What follows belongs to an exercise in optimizing a design on an open flow for small area, a short achievable clock period and few clock cycles; a production flow would make more cautious choices.
Function was checked by simulation only, so behaviour that the tests miss may differ from the original.
No activity file was given, so power comes from the tool's default toggle rates.

**flow/flow/run.sh**
```bash
#!/bin/bash
# The standard layout (standard.sh, so the standard synthesis, floorplan,
# power grid, placement, clock tree and routing), with two changes:
# - the ports are buffered with sky130_fd_sc_hd__buf_1 rather than the delay
#   cell the standard buffer_ports picks on its own;
# - timing repair aims at a 4.5 ns period (setup margin 5.5 ns).
# make's full output goes to flow_make.log here; each ORFS step also writes
# its own log under orfs/logs/.
set -euo pipefail
bash standard.sh "BUFFER_PORTS_ARGS=-buffer_cell sky130_fd_sc_hd__buf_1" \
    SETUP_SLACK_MARGIN=5.5 finish > flow_make.log 2>&1
```
**flow/standard.sh**
```bash
#!/bin/bash
# synth_recipe.tcl (not shown) runs the flow's synth.tcl, then flattens the netlist and writes it again
# the make line also repeats each setting of config.mk as NAME=value (left out here)
make -C /OpenROAD-flow-scripts/flow DESIGN_CONFIG=/design/flow/config.mk WORK_HOME=/design/flow/orfs CLKGATE_MAP_FILE= SYNTH_SCRIPT=/design/flow/synth_recipe.tcl "${@:-finish}"
```
**flow/config.mk**
```make
export PLATFORM = sky130hd
export DESIGN_NAME = divider
export DESIGN_NICKNAME = divider
export VERILOG_FILES = /design/flow/design.v
export SDC_FILE = /design/flow/constraint.sdc
export NUM_CORES = 4
export LEC_CHECK = 0
export CAP_MARGIN = 20
export CORE_MARGIN = 2
export CORE_UTILIZATION = 55
export SLEW_MARGIN = 20
export SYNTH_HIERARCHICAL = 1
export SYNTH_MINIMUM_KEEP_SIZE = 0
```
**flow/constraint.sdc**
```tcl
create_clock -name core_clock -period 10.0 [get_ports {div_clk}]
set_input_delay 2.0000 -clock core_clock [delete_from_list [all_inputs] [get_ports {div_clk}]]
set_output_delay 2.0000 -clock core_clock [all_outputs]
set_load 0.01 [all_outputs]
```
**flow/design.v**
```verilog
module oppo (
    input [31:0] in,
    input        cin,
    output [31:0] in_abs
);
    reg [31:0] lo;
    integer l, k;
    always @(*) begin
        lo = {in[30:0], 1'b0};
        for (l = 0; l < 5; l = l + 1)
            for (k = 31; k >= 0; k = k - 1)
                if ((k >> l) & 1)
                    lo[k] = lo[k] | lo[((k >> l) << l) - 1];
    end
    assign in_abs = in ^ ({32{cin}} & lo);
endmodule
module lzd_4 (
    input [3:0] in,
    output [1:0] out,
    output       zero
);
    assign zero = ~(|in); 
    assign out[0] = (in[2] | ~in[1]) & ~in[3];
    assign out[1] = ~(in[3] | in[2]);
endmodule
module lzd_16 (
    input [15:0] in,
    output [3:0] out,
    output       zero
);
    wire [3:0] z;
    wire [1:0] out_2 [3:0];
    lzd_4 lzd_4_0(in[15:12], out_2[0], z[0]);
    lzd_4 lzd_4_1(in[11: 8], out_2[1], z[1]);
    lzd_4 lzd_4_2(in[ 7: 4], out_2[2], z[2]);
    lzd_4 lzd_4_3(in[ 3: 0], out_2[3], z[3]);
    assign out[2] = z[0] & (~z[1] | z[2] & ~z[3]);
    assign out[3] = z[0] & z[1] & (~z[2] | ~z[3]);
    assign out[1:0] = {2{~out[3] & ~out[2]}} & out_2[0]
                    | {2{~out[3] &  out[2]}} & out_2[1]
                    | {2{ out[3] & ~out[2]}} & out_2[2]
                    | {2{ out[3] &  out[2]}} & out_2[3];
    assign zero = &z;
endmodule
module lzd_32 (
    input [31:0] in,
    output [4:0] out,
    output       zero
);
    wire [1:0] z;
    wire [3:0] out_3_0 [1:0];
    lzd_16 lzd_16_0(in[31:16], out_3_0[0], z[0]);
    lzd_16 lzd_16_1(in[15: 0], out_3_0[1], z[1]);
    assign out[4] = z[0];
    assign out[3:0] = {4{~z[0]}} & out_3_0[0] |
                      {4{ z[0]}} & out_3_0[1];
    assign zero = z[0] & z[1];
endmodule
module align (
    input        div_signed,
    input [31:0] x,
    input [31:0] y,
    output       qzero,
    output [4:0] sh,
    output       short,
    output       one
);
    wire sx = div_signed & x[31];
    wire sy = div_signed & y[31];
    wire [5:0] lzxp = lzc(x);
    wire [5:0] lzxn = lzc({~x[30:0], 1'b1});
    wire [5:0] lzyp = lzc(y);
    wire [5:0] lzyn = lzc({~y[31:1], 1'b1});
    wire [5:0] lzx = sx ? lzxn : lzxp;
    wire [5:0] lzy = sy ? lzyn : lzyp;
    assign qzero = lzx > lzy;
    assign sh    = lzy[4:0] - lzx[4:0];
    assign short = (lzy == lzx) | (lzy == lzx + 6'd1);
    assign one   = (y == 32'd1) | (div_signed & (&y));
    function [5:0] lzc;
        input [31:0] v;
        reg [7:0] z;           
        reg [15:0] n;          
        reg [3:0] zh;          
        reg [1:0] c16 [0:1];
        reg [3:0] o16 [0:1];
        reg [1:0] z16;
        integer k, h;
        reg [3:0] nb;
        begin
            for (k = 0; k < 8; k = k + 1) begin
                nb = v[31 - 4*k -: 4];
                z[k] = ~(|nb);
                n[2*k]   = (nb[2] | ~nb[1]) & ~nb[3];
                n[2*k+1] = ~(nb[3] | nb[2]);
            end
            for (h = 0; h < 2; h = h + 1) begin
                o16[h][2] = z[4*h] & (~z[4*h+1] | z[4*h+2] & ~z[4*h+3]);
                o16[h][3] = z[4*h] & z[4*h+1] & (~z[4*h+2] | ~z[4*h+3]);
                o16[h][1:0] = {2{~o16[h][3] & ~o16[h][2]}} & n[8*h+1 -: 2]
                            | {2{~o16[h][3] &  o16[h][2]}} & n[8*h+3 -: 2]
                            | {2{ o16[h][3] & ~o16[h][2]}} & n[8*h+5 -: 2]
                            | {2{ o16[h][3] &  o16[h][2]}} & n[8*h+7 -: 2];
                z16[h] = &z[4*h+3 -: 4];
            end
            lzc[5] = z16[0] & z16[1];
            lzc[4] = z16[0] & ~z16[1];
            lzc[3:0] = z16[0] ? o16[1] : o16[0];
        end
    endfunction
endmodule
module divider (
    input div_clk,
    input resetn,
    input div,
    input div_signed,
    input [31:0] x,
    input [31:0] y,
    output [31:0] s,
    output [31:0] r,
    output complete
);
    wire sx = div_signed & x[31];
    wire sy = div_signed & y[31];
    wire [31:0] xa;
    oppo oppo_x(x, sx, xa);
    wire        qzero;
    wire [4:0]  sh;
    wire        short, one;
    align al(div_signed, x, y, qzero, sh, short, one);
    wire        fast = qzero | one;
    reg [3:0]  cnt;
    wire [4:0]  she   = {cnt & {4{ld}}, 1'b0};
    wire [33:0] ysrc  = {2'b11, y ^ {32{~sy}}};
    wire [33:0] fill  = {34{~sy}} & ~({34{1'b1}} << she);
    wire [33:0] dinit = (ysrc << she) | fill;
    reg [31:0] R;
    reg [33:0] D;
    reg [31:0] Q;
    reg        ld, busy, fin;
    reg        rc, rq, rr;
    wire [35:0] a  = {4'b0, R};
    wire [35:0] b1 = {2'b11, D};
    wire [35:0] b2 = {1'b1, D, rc};
    wire [35:0] cs = a ^ b1 ^ b2;
    wire [35:0] cc = {(a[34:0] & b1[34:0]) | (a[34:0] & b2[34:0]) | (b1[34:0] & b2[34:0]), rc};
    wire [35:0] t1 = padd(a,  b1, rc);
    wire [35:0] t2 = padd(a,  b2, rc);
    wire [35:0] t3 = padd(cs, cc, rc);
    wire ok1 = ~t1[35];
    wire ok2 = ~t2[35];
    wire ok3 = ~t3[35];
    wire [31:0] rn = ok3 ? t3[31:0] : ok2 ? t2[31:0] : ok1 ? t1[31:0] : R;
    always @(posedge div_clk) begin
        if (div) begin
            cnt <= sh[4:1];
            rc  <= ~sy;
            rq  <= sx ^ sy;
            rr  <= sx;
        end
        if (div | ld) begin
            R   <= xa & {32{~one}};
            D   <= dinit;
            Q   <= xa & {32{one}};
        end else begin
            R   <= rn;
            D   <= {2'b11, D[33:2]};
            Q   <= {Q[29:0], ok2, ok3 | (ok1 & ~ok2)};
            cnt <= cnt - 1'b1;
        end
    end
    always @(posedge div_clk) begin
        if (~resetn) begin
            ld   <= 1'b0;
            busy <= 1'b0;
            fin  <= 1'b0;
        end else begin
            ld   <= div & ~fast & ~short;
            busy <= (div & ~one & short) | ld | (busy & (|cnt));
            fin  <= (div & fast) | (busy & ~(|cnt));
        end
    end
    oppo oppo_s(Q, rq, s);
    oppo oppo_r(R, rr, r);
    assign complete = fin;
    function [35:0] padd;
        input [35:0] a;
        input [35:0] b;
        input        ci;
        reg   [35:0] hp;
        reg   [36:0] g, p;
        integer l, i;
        begin
            hp = a ^ b;
            g = {a & b, ci};
            p = {hp, 1'b0};
            for (l = 0; l < 6; l = l + 1)
                for (i = 36; i >= 0; i = i - 1)
                    if ((i >> l) & 1) begin
                        g[i] = g[i] | (p[i] & g[((i >> l) << l) - 1]);
                        p[i] = p[i] & p[((i >> l) << l) - 1];
                    end
            padd = hp ^ g[35:0];
        end
    endfunction
endmodule
```
==> reports/summary.txt, run 1 <==
Status - no timing/DRC/antenna violations
I/O pins - 133
Root Driver - clkbuf_16
Overall die width - 170.9 um
Data arrival, critical path - 2.48 ns
Worst Setup End Kind - primary output
Req. time, crit path - 8.00 ns
Antenna violations before repair - 0
GR Util All Layers - 35.08%
Setup Total Neg Slack - 0 ns
Clock transition at path regs - 0.08 ns
CTS tree - done
CP max-delay cell - edfxtp_1
Initial DRT Pass Iterations - 6
Drt initial violations - 1519
Die Y-Extent - 170.9 um
Synth Area per Inst - 7.934 um2
CP bufs+invs - 2
Hold Violations, Final - 0
Grt ovf - 0
Sink Count - 108
Die area - 29190 um2
DP Wirelength - 39950 um
Area Overhead vs Synth - 13.49%
Worst-Skew Late Latency - 0.38 ns
Worst path cell trace - nor4_4, buf_4, or4b_4, o41ai_2, xnor2_1, buf_1
Synth Instances - 1930
Slew HR - 33.55%
F_max - 223.3 MHz
Switching part of the total - 53.65%
Leak - 0.007032 uW
Pwr Density - 362.8 nW/um2
NetSw - 3383 uW
Core area - 27630 um2
Initial Util - 55.43%
Internal power - 2922 uW
Largest net degree at the start of global routing - 77
DRC viols - 0
Final number of max-transition violations - 0
Setup Skew - 0.02320 ns
Vias - 15.72k
Critical path type - flip-flop to primary output
CP max FO - 5
Inserted Diodes - 0
H-tree depth - 3
Startpoint Class - flip-flop
Max incr delay on CP - 0.51 ns
Setup WS pre-CTS - 4.713 ns
Cell area after synthesis - 15310 um2
Layout cells sized above 1 - 13.95%
Max-cap viol count - 0
Vias per inst - 6.437
Global placement routability congestion - 0.9880
Hold crit path type - flip-flop to flip-flop
Clk pwr share - 6.1%
Worst-Margin Slew - 0.9968 ns
Number of global-route vias before repair - 14.40k
Synth warnings - 13
Tmin final - 4.479 ns
Global-route wire length before repair - 80270 um
Total CTS buffers - 9
IO buf count - 132
Maximum buffer depth of the clock tree - 2
Final antenna-violating net count - 0
WHS - 0.4651 ns
Final Net Count - 2284
Sequential cell fraction of total power - 15.7%
Unrepaired setup endpoints after global routing - yes
Total Wirelength - 52200 um
Row count - 61
DR WL/cell - 21.37 um
Tcrit/Tclk final - 44.79%
Crit path max-delay family - simple AND/OR/NAND/NOR gates
PnR worst setup slack - 5.521 ns
Endpoints failing setup - 0
Peak supply drop - 0.1670 mV
Logic pwr share - 78.2%
Net Count, Synth - 2155
Post-CTS Hold Fix Bufs - 0
-- sequential cells by signal, summed over array words and instances (netlist names) --
name and count:
ld 1, fin 1, R 32, D 34, cnt 4, rc 1, Q 32, rr 1
busy 1, rq 1
-- area by class of cell --
cell class                 instances  area (um2)
multi-input combinational       1643       12440
fill                            2544       10250
sequential                       108        2552
timing repair buffer             199        1227
tap                              378       473.0
inverter                          98       374.1
clock buffer                      10       239.0
clock inverter                     6       70.07
-- per-stage QoR --
| stage | area (um2) | util (%) | power (uW) | std cells |
|---|---|---|---|---|
| floorplan | 15380 | - | 4527 | 1930 |
| detailed placement | 16080 | 58.21 | 5666 | 2372 |
| CTS | 16640 | 60.24 | 6130 | 2402 |
| finish | 17380 | 62.90 | 6305 | 2442 |
| global route | 17380 | 62.90 | 6858 | 2442 |
| global placement | 16080 | 58.21 | 5594 | 2372 |
-- cells in the final DEF (no fill, tap or decap), types with 10 or more instances in the layout --
cell type  instances
a211oi_1          23
a21o_1            25
a21oi_1          125
a21oi_2           11
a22oi_1           22
a31oi_1           21
and2_1            11
and3_1            15
buf_1             71
buf_2             10
buf_4             69
clkbuf_2          26
dfxtp_1           69
edfxtp_1          39
fa_1              44
ha_1             109
inv_1             94
mux2i_1           47
nand2_1          206
nand2_2           11
nand2b_1          17
nand3_1           70
nand4_1           23
nor2_1           122
nor2b_1           14
nor3_1            41
nor4_1            10
nor4_4            15
o21ai_0          110
o21ai_1           36
o22ai_1           12
o31ai_1           44
o41ai_1           15
or3_1             16
xnor2_1          172
xor2_1            44
-- what timing repair did --
item	CTS	global route
endpoints found under the setup margin	80	85
buffers inserted	14	39
cloned	0	0
gates resized for setup	40	171
pin swaps	8	44
-- routing by layer --
layer  wire length (um)  global-route usage (%)  part of all wire (%)
met1              22990                   49.51                    44
met2              23890                   56.31                    46
met3               3766                   3.516                   7.2
met4               1559                   11.53                   3.0
met5                  0                       0                     0
-- worst register-to-register path, delay by kind of cell, from the launching register on --
family / cells / cell delay [ns]
flip-flops: 1 / 0.63
buffers and inverters: 3 / 0.49
AND/OR/NAND/NOR: 3 / 0.81
adder cells (fa/ha/maj): 2 / 0.80
AO/OA/AOI/OAI: 5 / 1.20
-- power groups by stage --
stage | Combinational (uW) | Clock [uW] | Sequential [uW]
3_3_place_gp | 4590 | 0 | 1000
3_5_place_dp | 4660 | 0 | 1010
5_1_grt | 5440 | 402 | 1010
2_1_floorplan | 3660 | 0 | 868
6_report | 4930 | 386 | 989
4_1_cts | 4750 | 386 | 993
-- worst paths after layout --
| kind | startpoint | to | slack [ns] | depth (start not counted) |
|---|---|---|---|---|
| max | R[0]$_DFFE_PP_ | r[10] | 5.52 | 6 |
| min | busy$_SDFF_PN0_ | busy$_SDFF_PN0_ | 0.47 | 2 |
| max reg2reg | R[3]$_DFFE_PP_ | R[10]$_DFFE_PP_ | 5.74 | 13 |
| min reg2reg | busy$_SDFF_PN0_ | busy$_SDFF_PN0_ | 0.47 | 2 |
Testbench counts, summed over its fixed seeds: cycles 159,385.
==> run 2, diff against run 1 <==
--- a/flow/flow/run.sh
+++ b/flow/flow/run.sh
@@ -5,3 +5,3 @@
 #   cell the standard buffer_ports picks on its own;
-# - timing repair aims at a 4.5 ns period (setup margin 5.5 ns).
+# - timing repair aims at a 4.25 ns period (setup margin 5.75 ns).
 # make's full output goes to flow_make.log here; each ORFS step also writes
@@ -10,2 +10,2 @@
 bash standard.sh "BUFFER_PORTS_ARGS=-buffer_cell sky130_fd_sc_hd__buf_1" \
-    SETUP_SLACK_MARGIN=5.5 finish > flow_make.log 2>&1
+    SETUP_SLACK_MARGIN=5.75 finish > flow_make.log 2>&1
==> reports/summary.txt, run 2 <==
Max-cap viol count - 0
Initial Util - 55.43%
Data arrival, critical path - 4.57 ns
Largest net degree at the start of global routing - 53
Die Y-Extent - 170.9 um
Tmin final - 4.476 ns
Setup Total Neg Slack - 0 ns
GR Util All Layers - 35.74%
Biggest regs - D (34), Q (32), R (32)
Core area - 27630 um2
Global placement routability congestion - 0.9850
Req. time, crit path - 10.10 ns
Synth Instances - 1930
Final number of max-transition violations - 0
Unrepaired setup endpoints after global routing - yes
F_max - 223.4 MHz
Hold crit path type - flip-flop to flip-flop
Row count - 61
Met2 Track Usage GR - 58.09%
R2R depth - 13
Post-CTS Hold Fix Bufs - 0
CP max-delay cell - or4_4
Drt initial violations - 1594
Worst-Skew Late Latency - 0.37 ns
Leak - 0.007547 uW
Top reg by flops - D
Hold Path Stages - 2
GR peak layer - met2
Worst Setup End Kind - flip-flop
Worst path cell trace - buf_12, or4_4, nor3_4, buf_4, nand2_1, a221oi_2, o32ai_2, buf_4, ha_4, a21o_1, a21oi_2, xnor2_1, nand2_1, o21ai_1
Cell area after synthesis - 15310 um2
Most frequent cells in the layout - nand2_1, xnor2_1, a21oi_1
Met3 global-route usage - 4.973%
Layout cells sized above 1 - 20.88%
DP Wirelength - 39680 um
Tcrit/Tclk final - 44.76%
Placed Instance Area - 16100 um2
CP max FO - 5
Net Count, Synth - 2155
DRC viols - 0
Root Driver - clkbuf_16
CTS tree - done
IO buf count - 132
Maximum buffer depth of the clock tree - 2
Total Wirelength - 54850 um
H-tree depth - 3
Slew HR - 34.38%
WHS - 0.4625 ns
Peak supply drop - 0.1618 mV
Fin util - 67.05%
Overall die width - 170.9 um
Max incr delay on CP - 0.57 ns
Global-route wire length before repair - 81830 um
Synth warnings - 13
Endpoints failing setup - 0
Startpoint Class - primary input
Vias - 16.26k
Number of global-route vias before repair - 14.71k
Setup crit start - y[20]
I/O pins - 133
Max reg flops - 34
Most common cell after layout, fill and taps aside - nand2_1
Final Net Count - 2337
Final antenna-violating net count - 0
Initial DRT Pass Iterations - 6
Synth Area per Inst - 7.934 um2
Vias per inst - 6.515
Grt ovf - 0
Critical path type - primary input to flip-flop
Final Cell Area - 18530 um2
Antenna violations before repair - 0
HP Start - busy$_SDFF_PN0_
Area Overhead vs Synth - 20.97%
Status - no timing/DRC/antenna violations
RR Startpoint - R[0]$_DFFE_PP_
Hold Violations, Final - 0
Setup Skew - 0.01680 ns
Total CTS buffers - 9
Pwr Density - 355.4 nW/um2
Grt met1 use - 49.47%
Sink Count - 108
Tot Pwr - 6584 uW
DR WL/cell - 21.97 um
Clock transition at path regs - 0.07 ns
Worst-Margin Slew - 0.9843 ns
Die area - 29190 um2
[run 2: timing repair]
| item | CTS | global route |
|---|---|---|
| buffers inserted | 60 | 42 |
| pin swaps | 48 | 54 |
| resized for setup | 176 | 176 |
| endpoints found under the setup margin | 134 | 111 |
| cloned | 0 | 5 |
[run 2: metrics by stage]
step                      worst slack, ns  cells
after floorplan                     5.533   1930
after global placement              4.816   2372
after detailed placement            4.744   2372
after CTS                           5.624   2448
after global routing                5.448   2495
final                               5.524   2496
[run 2: worst paths after layout]
kind / endpoint / slack [ns]
max: cnt[2]$_DFFE_PP_ / 5.52
min: busy$_SDFF_PN0_ / 0.46
max reg2reg: R[10]$_DFFE_PP_ / 5.87
min reg2reg: busy$_SDFF_PN0_ / 0.46
[run 2: area by class of cell]
type | count | area (um2)
diodes | 1 | 2.502
clock buffers | 9 | 225.2
clock inverters | 7 | 81.33
fillers | 2412 | 9104
inverters | 98 | 374.1
multi-input cells | 1643 | 13070
flip-flops and latches | 108 | 2564
well taps | 378 | 473.0
repair buffers | 252 | 1734
[run 2: report_power, final]
group	switching [uW]	internal (uW)
Sequential	311	670
Combinational	3040	2180
Clock	189	200
Total	3540	3050
[run 2: worst max-delay path: cells and delay by family]
family,cells,cell delay (ns)
buffers and inverters,3,0.47
adder cells (fa/ha/maj),1,0.25
AO/OA/AOI/OAI,5,0.76
XOR/XNOR,1,0.10
AND/OR/NAND/NOR,4,0.97
[run 2: per-layer routing]
| layer | vias to the layer above | part of all wire [%] |
|---|---|---|
| met3 | 145 | 9.4 |
| met1 | 7781 | 42 |
| met2 | 844 | 46 |
| met5 | - | 0 |
| li1 | 7492 | - |
| met4 | 0 | 3.4 |
==> run 3, diff against run 2 <==
--- a/flow/design.v
+++ b/flow/design.v
@@ -65,3 +65,3 @@
     output       short,
-    output       one
+    output [2:0] pow
 );
@@ -78,3 +78,7 @@
     assign short = (lzy == lzx) | (lzy == lzx + 6'd1);
-    assign one   = (y == 32'd1) | (div_signed & (&y));
+    wire hz = ~(|y[31:3]);
+    wire ho = div_signed & (&y[31:3]);
+    assign pow[0] = (hz & (y[2:0] == 3'd1)) | (ho & (y[2:0] == 3'd7));
+    assign pow[1] = (hz & (y[2:0] == 3'd2)) | (ho & (y[2:0] == 3'd6));
+    assign pow[2] = (hz & (y[2:0] == 3'd4)) | (ho & (y[2:0] == 3'd4));
     function [5:0] lzc;
@@ -128,6 +132,12 @@
     wire [4:0]  sh;
-    wire        short, one;
-    align al(div_signed, x, y, qzero, sh, short, one);
-    wire        fast = qzero | one;
+    wire        short;
+    wire [2:0]  pow;
+    align al(div_signed, x, y, qzero, sh, short, pow);
+    wire        fast = qzero | (|pow);
+    reg [31:0] R;
+    reg [33:0] D;
+    reg [31:0] Q;
     reg [3:0]  cnt;
+    reg        ld, busy, fin;
+    reg        rc, rq, rr;
     wire [4:0]  she   = {cnt & {4{ld}}, 1'b0};
@@ -136,7 +146,2 @@
     wire [33:0] dinit = (ysrc << she) | fill;
-    reg [31:0] R;
-    reg [33:0] D;
-    reg [31:0] Q;
-    reg        ld, busy, fin;
-    reg        rc, rq, rr;
     wire [35:0] a  = {4'b0, R};
@@ -161,5 +166,6 @@
         if (div | ld) begin
-            R   <= xa & {32{~one}};
+            R   <= xa & {{30{~(|pow)}}, ~(pow[0] | pow[1]), ~pow[0]};
             D   <= dinit;
-            Q   <= xa & {32{one}};
+            Q   <= ({32{pow[0]}} & xa) | ({32{pow[1]}} & {1'b0, xa[31:1]})
+                 | ({32{pow[2]}} & {2'b0, xa[31:2]});
         end else begin
@@ -178,3 +184,3 @@
             ld   <= div & ~fast & ~short;
-            busy <= (div & ~one & short) | ld | (busy & (|cnt));
+            busy <= (div & ~(|pow) & short) | ld | (busy & (|cnt));
             fin  <= (div & fast) | (busy & ~(|cnt));
--- a/flow/flow/run.sh
+++ b/flow/flow/run.sh
@@ -5,3 +5,3 @@
 #   cell the standard buffer_ports picks on its own;
-# - timing repair aims at a 4.25 ns period (setup margin 5.75 ns).
+# - timing repair aims at a 4.5 ns period (setup margin 5.5 ns).
 # make's full output goes to flow_make.log here; each ORFS step also writes
@@ -10,2 +10,2 @@
 bash standard.sh "BUFFER_PORTS_ARGS=-buffer_cell sky130_fd_sc_hd__buf_1" \
-    SETUP_SLACK_MARGIN=5.75 finish > flow_make.log 2>&1
+    SETUP_SLACK_MARGIN=5.5 finish > flow_make.log 2>&1
==> reports/summary.txt, run 3 <==
Pwr Density - 334.7 nW/um2
Max-cap viol count - 0
Vias - 15.56k
Peak supply drop - 0.1503 mV
Die area - 28650 um2
Grt ovf - 0
Setup Skew - 0.01800 ns
Most frequent CP cell - or4b_4
Leak - 0.006862 uW
CP bufs+invs - 1
Most common cell after layout, fill and taps aside - xnor2_1
H-tree depth - 3
Endpoints failing setup - 0
Maximum buffer depth of the clock tree - 2
Worst path cell trace - buf_12, or4_4, nor2_4, or4b_4, o311ai_4, a22o_4, ha_4, or4b_4, o21ai_2, o32ai_2, a31oi_2, nor2_1, and4_1
Met2 Track Usage GR - 57.71%
Data arrival, critical path - 4.90 ns
DP Wirelength - 38700 um
Max reg flops - 34
PnR worst setup slack - 5.356 ns
Initial DRT Pass Iterations - 10
Worst Setup End Kind - flip-flop
Core area - 26880 um2
Slew HR - 32.12%
Layout cells sized above 1 - 15.86%
Hold crit path type - flip-flop to flip-flop
Initial Util - 55.89%
Global-route wire length before repair - 78890 um
Worst-Skew Late Latency - 0.37 ns
Req. time, crit path - 10.25 ns
Row count - 60
Met3 global-route usage - 3.965%
Tmin final - 4.644 ns
Vias per inst - 6.628
Die Y-Extent - 169.3 um
Number of global-route vias before repair - 14.31k
Setup WS pre-CTS - 4.167 ns
Crit path max-delay family - simple AND/OR/NAND/NOR gates
DR WL/cell - 22.03 um
DRC viols - 0
Biggest regs - D (34), Q (32), R (32)
Antenna violations before repair - 1
Area Overhead vs Synth - 17.10%
Synth Instances - 1856
Hold Violations, Final - 0
Synth warnings - 13
Post-CTS Hold Fix Bufs - 0
Startpoint Class - primary input
Drt initial violations - 1773
Net Count, Synth - 2081
GR Util All Layers - 34.77%
Top reg by flops - D
Total Wirelength - 51700 um
Global placement routability congestion - 1.007
Cell area after synthesis - 15020 um2
Most frequent cells in the layout - xnor2_1, a21oi_1, nor2_1
Root Driver - clkbuf_16
Clock transition at path regs - 0.08 ns
Status - no timing/DRC/antenna violations
Worst-Margin Slew - 1.018 ns
I/O pins - 133
Largest net degree at the start of global routing - 65
Final Net Count - 2225
CP max FO - 7
CP max-delay cell - or4_4
IO buf count - 132
Grt met1 use - 48.38%
GR peak layer - met2
F_max - 215.4 MHz
Setup Total Neg Slack - 0 ns
Final antenna-violating net count - 0
Total CTS buffers - 9
Critical path type - primary input to flip-flop
Sink Count - 108
Overall die width - 169.3 um
Final number of max-transition violations - 0
CTS tree - done
Tcrit/Tclk final - 46.44%
Max incr delay on CP - 0.57 ns
Synth Area per Inst - 8.093 um2
Unrepaired setup endpoints after global routing - yes
[run 3: cell type report]
type	count	area, um2
Inverter	101	384.1
Multi-Input combinational cell	1567	12460
Tap cell	341	426.7
Timing Repair Buffer	213	1463
Sequential cell	108	2554
Clock buffer	10	239.0
Antenna cell	1	2.502
Fill cell	2327	9286
Clock inverter	6	62.56
[run 3: power by group]
part	switching [uW]	total, uW	internal, uW	leakage [uW]
logic	2580	4500	1920	0.00572
registers	348	1020	670	0.000992
clock network	188	371	184	0.000149
[run 3: worst min-delay path, cell delays in order (launching register included)]
cell and delay [ns]:
dfxtp_1 0.35, nand2_1 0.06, nand2_1 0.04
[run 3: per-layer routing]
metal	vias to the layer above	wire length, um
met1	7443	21660
li1	7275	-
met2	739	24160
met5	-	0
met4	0	1500
met3	100	4373
[run 3: worst paths after layout]
kind / start / endpoint / depth (start not counted) / slack (ns)
worst max-delay path: x[11] / ld$_SDFF_PN0_ / 13 / 5.36
worst min-delay path: Q[29]$_DFF_P_ / Q[31]$_DFF_P_ / 2 / 0.49
worst max register to register: R[0]$_DFFE_PP_ / R[16]$_DFFE_PP_ / 13 / 5.65
worst min register to register: Q[29]$_DFF_P_ / Q[31]$_DFF_P_ / 2 / 0.49
[run 3: through the flow]
stage	power (uW)	utilization, %	cells	instance area [um2]	hold slack (ns)
6_report	5887	65.45	2347	17590	0.4898
5_1_grt	6402	65.45	2347	17590	0.5462
4_1_cts	5721	62.87	2310	16900	0.4978
3_5_place_dp	5246	58.96	2262	15850	0.4854
3_3_place_gp	5149	58.86	2261	15820	0.4854
2_1_floorplan	4203	-	1856	15130	0.4509
[run 3: repair_timing]
item	4_1_cts	5_1_grt
endpoints found under the hold margin	0	0
setup endpoints to repair	94	108
pin swaps	37	41
cloned	2	2
gates resized for setup	141	101
setup buffers	30	33
Testbench counts of run 3, summed over its fixed seeds: cycles 152,949.
==> run 4, diff against run 3 <==
--- a/flow/config.mk
+++ b/flow/config.mk
@@ -9,3 +9,3 @@
 export CORE_MARGIN = 2
-export CORE_UTILIZATION = 55
+export CORE_UTILIZATION = 40
 export SLEW_MARGIN = 20
==> reports/summary.txt, run 4 <==
Final number of max-transition violations - 0
Area Overhead vs Synth - 19.19%
Top reg by flops - D
Grt ovf - 0
Worst Setup End Kind - flip-flop
Initial Util - 40.83%
Vias - 15.51k
Startpoint Class - primary input
Peak supply drop - 0.1609 mV
Unrepaired setup endpoints after global routing - yes
Total Wirelength - 53930 um
Synth warnings - 13
Antenna violations before repair - 0
Clk pwr share - 6.3%
Switching part of the total - 53.15%
CP max FO - 4
Req. time, crit path - 10.28 ns
Data arrival, critical path - 4.85 ns
Status - no timing/DRC/antenna violations
DRC viols - 0
Sequential cell fraction of total power - 17.2%
Biggest regs - D (34), Q (32), R (32)
IO buf count - 132
Slew HR - 30.74%
Vias per inst - 6.231
Setup Total Neg Slack - 0 ns
Multi-input logic area - 12530 um2
Sink Count - 108
Root Driver - clkbuf_16
Most common cell after layout, fill and taps aside - xnor2_1
Hold crit path type - flip-flop to flip-flop
Leak - 0.006946 uW
Logic pwr share - 76.6%
Worst-Margin Slew - 1.039 ns
Tmin final - 4.561 ns
Max reg flops - 34
Maximum buffer depth of the clock tree - 2
Post-CTS Hold Fix Bufs - 0
Clock transition at path regs - 0.07 ns
Final antenna-violating net count - 0
Synth Instances - 1856
# fillers - 3570
Core area - 36790 um2
NetSw - 3178 uW
GR Util All Layers - 26.70%
Die Y-Extent - 197.8 um
Global-route wire length before repair - 82390 um
Cell area after synthesis - 15020 um2
CTS tree - done
Critical path type - primary input to flip-flop
Max-cap viol count - 0
Final Net Count - 2240
DP Wirelength - 40620 um
Row count - 70
Setup Skew - 0.01699 ns
Worst-Skew Late Latency - 0.37 ns
Pwr Density - 334.0 nW/um2
Synth Area per Inst - 8.093 um2
Most frequent cells in the layout - xnor2_1, a21oi_1, nor2_1
Number of global-route vias before repair - 14.37k
Initial DRT Pass Iterations - 8
Total CTS buffers - 9
Overall die width - 197.8 um
Hold Violations, Final - 0
Endpoints failing setup - 0
I/O pins - 133
F_max - 219.2 MHz
Register area - 2554 um2
Drt initial violations - 1635
Internal power - 2802 uW
Tcrit/Tclk final - 45.61%
Die area - 39120 um2
Largest net degree at the start of global routing - 92
Net Count, Synth - 2081
H-tree depth - 3
Layout cells sized above 1 - 16.39%
DR WL/cell - 21.67 um
Global placement routability congestion - 0.9349
Tot Pwr - 5980 uW
-- run 4: final timing paths --
path / start / to / slack, ns / depth (start not counted)
max reg2reg: R[1]$_DFFE_PP_ / R[4]$_DFFE_PP_ / 5.63 / 15
min: busy$_SDFF_PN0_ / fin$_SDFF_PN0_ / 0.51 / 2
max: x[14] / busy$_SDFF_PN0_ / 5.44 / 13
min reg2reg: busy$_SDFF_PN0_ / fin$_SDFF_PN0_ / 0.51 / 2
-- run 4: timing repair --
action | in CTS | in global routing
gates resized for setup | 141 | 125
buffers inserted | 34 | 46
pin swaps | 29 | 52
cloned | 3 | 5
setup endpoints to repair | 128 | 92
-- run 4: worst max-delay path, stage by stage --
cell	delay, ns
buf_12	0.10
or4_4	0.56
nor2_4	0.10
or4b_4	0.48
o311ai_4	0.10
a22o_4	0.21
ha_4	0.13
or4b_4	0.45
o21ai_2	0.16
o32ai_2	0.10
a31oi_2	0.20
nand3_1	0.10
a21boi_1	0.16
-- run 4: final cells by class --
type / instances / share of cell area, %
Antenna cell: 1 / 0.01398
Clock buffer: 9 / 1.258
Clock inverter: 7 / 0.4403
Inverter: 101 / 2.132
Multi-Input combinational cell: 1572 / 69.99
Sequential cell: 108 / 14.26
Tap cell: 468 / 3.271
Timing Repair Buffer: 223 / 8.631
-- run 4: power groups by stage --
stage / clock network, uW / logic, uW / registers, uW
6_report: 375 / 4580 / 1030
2_1_floorplan: 0 / 3320 / 882
5_1_grt: 395 / 5070 / 1050
3_5_place_dp: 0 / 4260 / 1040
3_3_place_gp: 0 / 4190 / 1040
4_1_cts: 379 / 4420 / 1030
-- run 4: routing by layer --
layer | up-vias | GRT usage (%) | wire length, um
li1 | 7319 | - | -
met1 | 7513 | 37.15 | 23520
met2 | 584 | 43.70 | 25020
met3 | 92 | 3.032 | 3735
met4 | 0 | 7.296 | 1657
met5 | - | 0 | 0
-- run 4: stage by stage --
step	util, %	instance area, um2	hold slack (ns)	cells	setup WS [ns]
2_1_floorplan	-	15130	0.4509	1856	5.312
3_5_place_dp	43.34	15940	0.4990	2383	3.669
6_report	48.67	17900	0.5088	2489	5.439
3_3_place_gp	43.34	15940	0.4886	2383	3.845
5_1_grt	48.66	17900	0.5328	2488	5.342
4_1_cts	46.28	17020	0.5172	2436	5.360

==> separate check: timing with driven ports <==
No port has a modelled driver above. Below, the same layouts with a new extraction and two added sets of constraints. Step 1 (the two cells are an assumption about what drives the block):
set clk [get_ports {div_clk}]
set_driving_cell -lib_cell sky130_fd_sc_hd__clkbuf_16 $clk
set_driving_cell -lib_cell sky130_fd_sc_hd__buf_2 [delete_from_list [all_inputs] $clk]
Step 2 moves the port delays by t, midway between the first and last clock arrival at a register: inputs arrive t later, outputs are due t later. That takes back most of the time a late clock gives input paths. Slacks: ideal / step 1 / step 2; pairs: ideal / step 1.
run | t (ns) | slack for setup (ns) | hold WS [ns] | clock arrival spread, ns | worst data-port slew with drivers (ns)
run 1 | 0.417 | 5.521 / 5.471 / 5.164 | 0.465 / 0.465 / 0.465 | 0.023 / 0.024 | 0.07
run 2 | 0.415 | 5.524 / 5.473 / 5.103 | 0.462 / 0.462 / 0.462 | 0.016 / 0.017 | 0.08
run 3 | 0.406 | 5.356 / 5.355 / 4.949 | 0.490 / 0.490 / 0.490 | 0.018 / 0.018 | 0.06
run 4 | 0.414 | 5.439 / 5.444 / 5.030 | 0.509 / 0.509 / 0.509 | 0.019 / 0.020 | 0.07
After both steps every run listed still meets setup and hold. For run 2, which loses most, drivers alone change the setup slack by -0.051 ns; drivers and shift together by -0.421 ns.
